This design comes from an exercise in tuning for small area, a short achievable clock period and few clock cycles on the open sky130 flow, not from production work. Where RTL was checked, it was by simulation tests only, not by an equivalence proof against the original. Power figures rest on the tool's default switching activity, not on a simulated workload.

==> flow/design.v (excerpt) <==
module SME(clk,reset,chardata,isstring,ispattern,valid,match,match_index);
input clk;
input reset;
input [7:0] chardata;
input isstring;
input ispattern;
output match;
output [4:0] match_index;
output valid;
reg [7:0] str [0:31];
reg [31:0] d;
reg dn;                
reg [4:0] len_m1;      
reg [4:0] base;        
reg str_r, pat_r, anch;
reg valid_r, match_r;
reg [4:0] idx_r;
wire first = ~pat_r;
wire is_beg = (chardata == 8'h5E);
wire is_end = (chardata == 8'h24);
wire is_any = (chardata == 8'h2E);
wire [7:0] cc = {chardata[7:3], chardata[2] & ~is_end, chardata[1:0]};
integer i;
always @(posedge clk) begin
    if (isstring) begin
        str[0] <= chardata;
        for (i = 1; i < 32; i = i + 1)
            str[i] <= str[i-1];
    end
end
wire [31:0] eq, sp;
genvar g;
generate
    for (g = 0; g < 32; g = g + 1) begin : stage
        SME_eq8 u_eq (.a(str[g]), .b(cc), .eq(eq[g]));
        SME_sp u_sp (.a(str[g]), .sp(sp[g]));
    end
endgenerate
reg [31:0] mask, begok, x;
always @(*) begin
    for (i = 0; i < 32; i = i + 1)
        mask[i] = (i <= len_m1);
    for (i = 0; i < 32; i = i + 1) begin
        begok[i] = mask[i] & ((i == 31) ? 1'b1 : (~mask[i+1] | sp[i+1]));
        x[i] = first ? mask[i] : anch ? begok[i] : ((i == 31) ? 1'b0 : d[i+1]);
    end
end
always @(posedge clk) begin
    d <= x & (eq | {32{is_any}});
    dn <= is_end & d[0];
    anch <= first & is_beg;
    if (ispattern)
        base <= first ? (is_beg ? len_m1 + 5'd1 : len_m1) : base - 5'd1;
    if (isstring)
  ...
Size in the first run: roughly 19 I/O pins, ~14,000 um^2 of cells after synthesis.
==> flow/config.mk <==
export PLATFORM = sky130hd
export DESIGN_NAME = SME
export DESIGN_NICKNAME = SME
export VERILOG_FILES = /design/flow/design.v
export SDC_FILE = /design/flow/constraint.sdc
export NUM_CORES = 4
export LEC_CHECK = 0
export ABC_CLOCK_PERIOD_IN_PS = 2500
export CAP_MARGIN = 20
export CORE_MARGIN = 2
export CORE_UTILIZATION = 60
export SETUP_SLACK_MARGIN = 4.0
export SLEW_MARGIN = 20
export SYNTH_HIERARCHICAL = 1
==> flow/constraint.sdc <==
create_clock -name core_clock -period 6.5 [get_ports {clk}]
set_input_delay 1.3000 -clock core_clock [delete_from_list [all_inputs] [get_ports {clk}]]
set_output_delay 1.3000 -clock core_clock [all_outputs]
set_load 0.01 [all_outputs]
run.sh (not shown) runs the stock make flow with config.mk's settings and CLKGATE_MAP_FILE= SYNTH_SCRIPT=/design/flow/synth_recipe.tcl, a recipe that flattens the netlist after the stock synthesis.
==> next run, changes <==
--- a/flow/config.mk
+++ b/flow/config.mk
@@ -6,5 +6,4 @@
 export NUM_CORES = 4
 export LEC_CHECK = 0
-export ABC_CLOCK_PERIOD_IN_PS = 2500
 export CAP_MARGIN = 20
 export CORE_MARGIN = 2
What happened: First-iteration DRC count stays the same; critical path depth is unchanged; total power does not change; global-route usage does not change; synthesized cell count is unchanged; combinational power barely changes; fmax does not change; design area does not change; worst setup slack is unchanged; die area is unchanged; clock power hardly moves.
Function was not checked in any run of this note: the RTL went through the layout flow alone.

========
== north ==
SME, a different RTL version from the one above (not shown whole).
Size in the first run: roughly 1300 cells after synthesis, roughly 310 flip-flops.
make LEC_CHECK=0 CAP_MARGIN=20 CORE_MARGIN=2 CORE_UTILIZATION=60 SETUP_SLACK_MARGIN=4.6 SLEW_MARGIN=20 SYNTH_HIERARCHICAL=1 finish   # period 6.5 ns
Testbench counts of north, summed over its fixed seeds: cycles 24,912.
Inputs modified between north and south:
diff --git a/flow/config.mk b/flow/config.mk
--- a/flow/config.mk
+++ b/flow/config.mk
@@ -10,2 +10,4 @@
-export CORE_UTILIZATION = 60
-export SETUP_SLACK_MARGIN = 4.6
+export CORE_UTILIZATION = 70
+export CTS_CLUSTER_DIAMETER = 100
+export CTS_CLUSTER_SIZE = 24
+export SETUP_SLACK_MARGIN = 4.3
@@ -13,0 +16 @@
+export TNS_END_PERCENT = 10
Findings:
In the tables for south and north, met2 track demand over resource in global routing reads higher with north. Setup slack of south is on par with north. Lower power density over the cells goes to south over north. Upper clock frequency limit delta (north -> south): insignificant. For south, the classification of the worst setup path was reg -> out, unlike north, where it was reg -> reg. Clock skew after layout in south is 0.010 ns higher than in north. Measured against each other, south and north differ in portion of the layout cell area used by non-clock buffers, the lower figure coming from south. south does better than north on global-route wire length before repair. Wire length on met1, south vs north: down by more than 10%.

========
SME again, from the RTL that the note above started with.
make LEC_CHECK=0 CAP_MARGIN=20 CORE_MARGIN=2 CORE_UTILIZATION=70 CTS_CLUSTER_DIAMETER=100 CTS_CLUSTER_SIZE=24 SETUP_SLACK_MARGIN=4.4 SLEW_MARGIN=20 SYNTH_HIERARCHICAL=1 finish   # period 6.5 ns
Testbench counts at the start, summed over its fixed seeds: cycles 24,912.
Rerun with:
Settings changed: PLACE_DENSITY from default to 0.8, SETUP_SLACK_MARGIN 4.4 to 4.3.
Area after synthesis is unchanged.
Combinational power went down by roughly a tenth.
Via count went down by a few percent.
Power went down slightly.
Worst setup slack is better by 0.015 ns.
Synthesized cell count stays the same.

========
== juniper ==
Starting RTL as in the previous note.
Settings: LEC_CHECK=0, CAP_MARGIN=20, CORE_MARGIN=2, CORE_UTILIZATION=70, CTS_CLUSTER_DIAMETER=100, CTS_CLUSTER_SIZE=30, SETUP_SLACK_MARGIN=4.3, SLEW_MARGIN=20, SYNTH_HIERARCHICAL=1; clock period 6.5 ns.
Testbench counts of juniper, summed over its fixed seeds: cycles 24,912.
Relative to juniper, the following input files were edited for harbor:
--- a/flow/config.mk
+++ b/flow/config.mk
@@ -8,7 +8,7 @@
 export CAP_MARGIN = 20
 export CORE_MARGIN = 2
-export CORE_UTILIZATION = 70
+export CORE_UTILIZATION = 80
 export CTS_CLUSTER_DIAMETER = 100
-export CTS_CLUSTER_SIZE = 30
+export CTS_CLUSTER_SIZE = 24
 export SETUP_SLACK_MARGIN = 4.3
 export SLEW_MARGIN = 20
==> comparison <==
Of harbor and juniper, the run reporting the higher wire length of the first global-routing pass was harbor.
Delta (harbor minus juniper): mux share of post-synthesis cell area ~0 delta; maximum VDD drop picked up an extra 42%; non-clock buffer count up 4.
Looking only at clock-buffer cell count, and setting everything else aside, the higher value of harbor and juniper goes to harbor.
#### Input delta (onyx over harbor)
--- a/flow/config.mk
+++ b/flow/config.mk
@@ -8,8 +8,8 @@
 export CAP_MARGIN = 20
 export CORE_MARGIN = 2
-export CORE_UTILIZATION = 80
+export CORE_UTILIZATION = 70
 export CTS_CLUSTER_DIAMETER = 100
 export CTS_CLUSTER_SIZE = 24
-export SETUP_SLACK_MARGIN = 4.3
+export SETUP_SLACK_MARGIN = 4.2
 export SLEW_MARGIN = 20
 export SYNTH_HIERARCHICAL = 1
[summary]
Per the comparison of onyx with harbor, register area saw little to no change, share of the clock period used by the worst path after layout held, setup slack essentially unchanged. Smallest hold slack in onyx vs harbor: down 3.5 ps. Summary — sequential share of layout area, onyx relative to harbor: higher, by 0.64 points. Summary of the comparison: vertical extent of the die is higher in onyx, relative to harbor. Compare onyx and harbor | utilization after layout lower: onyx. Any difference in half-perimeter wire length after detailed placement between onyx and harbor is small enough to ignore.
### onyx -> tundra
--- a/flow/config.mk
+++ b/flow/config.mk
@@ -8,8 +8,8 @@
 export CAP_MARGIN = 20
 export CORE_MARGIN = 2
-export CORE_UTILIZATION = 70
-export CTS_CLUSTER_DIAMETER = 100
-export CTS_CLUSTER_SIZE = 24
-export SETUP_SLACK_MARGIN = 4.2
+export CORE_UTILIZATION = 60
+export CTS_CLUSTER_DIAMETER = 120
+export CTS_CLUSTER_SIZE = 30
+export SETUP_SLACK_MARGIN = 4.3
 export SLEW_MARGIN = 20
 export SYNTH_HIERARCHICAL = 1
==> comparison <==
There was hardly any difference in hold slack between onyx and tundra. Global routing usage on met2 sits lower in tundra than in onyx. On share of the cycle needed by the critical path after routing, onyx and tundra are neck and neck.
Inputs modified between tundra and umber:
--- a/flow/config.mk
+++ b/flow/config.mk
@@ -8,8 +8,7 @@
 export CAP_MARGIN = 20
 export CORE_MARGIN = 2
-export CORE_UTILIZATION = 60
-export CTS_CLUSTER_DIAMETER = 120
-export CTS_CLUSTER_SIZE = 30
+export CORE_UTILIZATION = 70
+export CTS_CLUSTER_DIAMETER = 100
+export CTS_CLUSTER_SIZE = 24
 export SETUP_SLACK_MARGIN = 4.3
 export SLEW_MARGIN = 20
-export SYNTH_HIERARCHICAL = 1
Results
umber and tundra ended up with roughly the same sequential power. umber vs tundra: mean routed wirelength per cell up by more than 10%. From tundra to umber the numbers moved as follows: final cycle utilization of the critical path picked up an extra 2.6 points; via total after detailed routing picked up an extra about 5%; layout overhead on the synthesized area picked up an extra 9.4 points; full die area lost about 20%. Routed wire length of umber exceeds that of tundra by more than 10%. | data required time of the worst path | tundra vs umber | ≈ equal |.

========
Setup of build 63:
Starting RTL as in the previous note.
make LEC_CHECK=0 CAP_MARGIN=20 CORE_MARGIN=2 CORE_UTILIZATION=70 CTS_CLUSTER_DIAMETER=100 CTS_CLUSTER_SIZE=24 SETUP_SLACK_MARGIN=4.3 SLEW_MARGIN=20 SYNTH_HIERARCHICAL=1 finish   # period 6.5 ns
Testbench counts of build 63, summed over its fixed seeds: cycles 24,912.
What build 86 does differently from build 63 at the input level:
- a change of CORE_UTILIZATION from 70 to 65
Findings:
- Compared with build 63, build 86 shows a lower via count.
- The power share of the clock group in build 86 was higher than what build 63 gave.
- Per the comparison of build 86 with build 63, final hold slack fell by 15 ps, area overhead of the layout relative to synthesis rose by 0.25 points, met3 usage fell by 1.2 points.
- On build 86: portion of total power attributed to combinational logic is 0.3 points lower than what build 63 gave.
- [build 86 vs build 63] met2 track utilization from global routing: lower in build 86
- Count of distinct cell types in the synthesized netlist: build 86 vs build 63 identical
- The sequential power share was comparable across build 63 and build 86.
Input changes introduced in build 52 (baseline for comparison: build 86):
- CAP_MARGIN now 5, was 20
- SLEW_MARGIN now 5, was 20
- CORE_UTILIZATION now 70, was 65
==> comparison <==
Build 86 -> build 52: horizontal die dimension decreased by a few percent. For build 52, the startpoint of the most critical setup path was valid_r, unlike build 86, where it was d[14]. The power of build 52 and that of build 86 are within noise of each other. Between build 52 and build 86, the design area figures differ only marginally. There was hardly any difference in share of the clock period used by the worst path between build 52 and build 86. Build 86 → build 52: fraction of final layout cells with drive strength greater than 1 decreased 0.36 points, register-to-register slack rose by 50 ps, number of post-CTS setup repair buffers went up by 4. Comparing build 86 and build 52, the lower wire length was measured on build 86. Clock network fraction of total power: build 52 < build 86.
Edits applied to the flow inputs when going from build 52 to build 24:
- putting CELL_PAD_IN_SITES_DETAIL_PLACEMENT at 0 where nothing was set
- swapping 5 for 20 in CAP_MARGIN
- putting CELL_PAD_IN_SITES_GLOBAL_PLACEMENT at 0 where nothing was set
- swapping 5 for 20 in SLEW_MARGIN
## What came out
- As far as multi-input gate area in the final layout goes, build 52 and build 24 are indistinguishable; the numbers are identical.
- Going from build 52 to build 24, share of total power in combinational logic did not really move; number of enable flip-flop cells after synthesis did not really move.
- Comparing build 52 with build 24, the number of cells upsized or downsized after cts came out essentially unchanged.
- Re routed wire length: no difference whatsoever between build 52 and build 24.
- Comparing build 24 against build 52, there is no change at all in final critical delay including setup and external delays.
- The achievable clock frequency was comparable across build 24 and build 52.
- Fraction of power consumed by the clock network essentially unchanged between build 24 and build 52.
- Re post-CTS setup buffer count: no difference whatsoever between build 24 and build 52.

========
## birch
Another version of the RTL of SME (not shown whole).
Size: roughly 350 flip-flops, about 19 I/O pins, ~14000 um^2 of cells after synthesis.
Settings: LEC_CHECK=0, ABC_AREA=1, CAP_MARGIN=20, CORE_MARGIN=2, CORE_UTILIZATION=60, SETUP_SLACK_MARGIN=4.0, SLEW_MARGIN=20; clock period 6.5 ns.
### birch -> cedar
diff --git a/flow/config.mk b/flow/config.mk
--- a/flow/config.mk
+++ b/flow/config.mk
@@ -8 +7,0 @@
-export ABC_AREA = 1
@@ -11,2 +10 @@
-export CORE_UTILIZATION = 60
-export SETUP_SLACK_MARGIN = 4.0
+export CORE_UTILIZATION = 40
==> comparison <==
birch → cedar: first-iteration detailed-routing DRC count went down 1037; design area went down 10%; power per unit of standard cell area went up about 6%.
No run of this note included a check of the RTL's function; only the layout flow was run.

-- port drivers added, routing unchanged --
How much do the figures lean on ideal ports? The routed layouts below were timed once more, with nothing changed but the port constraints.
Step 1 sets driving cells, clkbuf_16 on the clock port and buf_2 on the other inputs (assumed; they add their load-dependent delay and slew).
Step 2 adds t to the input delays and takes it off the output delays; t is the mean of the earliest and latest rising clock arrival at the registers after step 1. Input paths then give back, and output paths get back, about the clock's delay inside the block.
Slacks: ideal ports / drivers / drivers and shift; pairs: ideal ports / drivers.
run	shift t [ns]	setup slack, ns	worst hold slack (ns)	clock arrival spread, ns
the first run of note 1	0.597	3.640 / 3.660 / 3.063	0.470 / 0.470 / 0.470	0.010 / 0.010
the second run of note 1	0.597	3.640 / 3.660 / 3.063	0.470 / 0.470 / 0.470	0.010 / 0.010
north	0.564	4.175 / 4.148 / 3.831	0.484 / 0.484 / 0.484	0.017 / 0.017
south	0.565	4.173 / 4.123 / 3.691	0.498 / 0.498 / 0.498	0.027 / 0.027
the first run of note 3	0.562	4.184 / 4.132 / 3.799	0.450 / 0.450 / 0.450	0.015 / 0.015
the second run of note 3	0.553	4.200 / 4.151 / 3.786	0.453 / 0.453 / 0.453	0.026 / 0.025
juniper	0.562	4.169 / 4.122 / 3.757	0.452 / 0.452 / 0.452	0.054 / 0.054
harbor	0.553	4.164 / 4.163 / 3.721	0.487 / 0.487 / 0.487	0.018 / 0.018
onyx	0.551	4.166 / 4.151 / 3.701	0.483 / 0.483 / 0.483	0.027 / 0.028
tundra	0.555	4.170 / 4.136 / 3.737	0.482 / 0.482 / 0.482	0.029 / 0.029
umber	0.566	4.003 / 3.996 / 3.430	0.493 / 0.493 / 0.493	0.027 / 0.027
build 63	0.562	4.193 / 4.139 / 3.756	0.470 / 0.470 / 0.470	0.020 / 0.020
build 86	0.559	4.197 / 4.148 / 3.820	0.455 / 0.455 / 0.455	0.028 / 0.028
build 52	0.562	4.193 / 4.139 / 3.756	0.470 / 0.470 / 0.470	0.020 / 0.020
build 24	0.562	4.193 / 4.139 / 3.756	0.470 / 0.470 / 0.470	0.020 / 0.020
birch	0.581	2.805 / 2.805 / 2.578	0.357 / 0.357 / 0.357	0.038 / 0.038
cedar	0.572	2.347 / 2.347 / 1.955	0.347 / 0.347 / 0.347	0.025 / 0.025
After both steps every run listed still meets setup and hold.
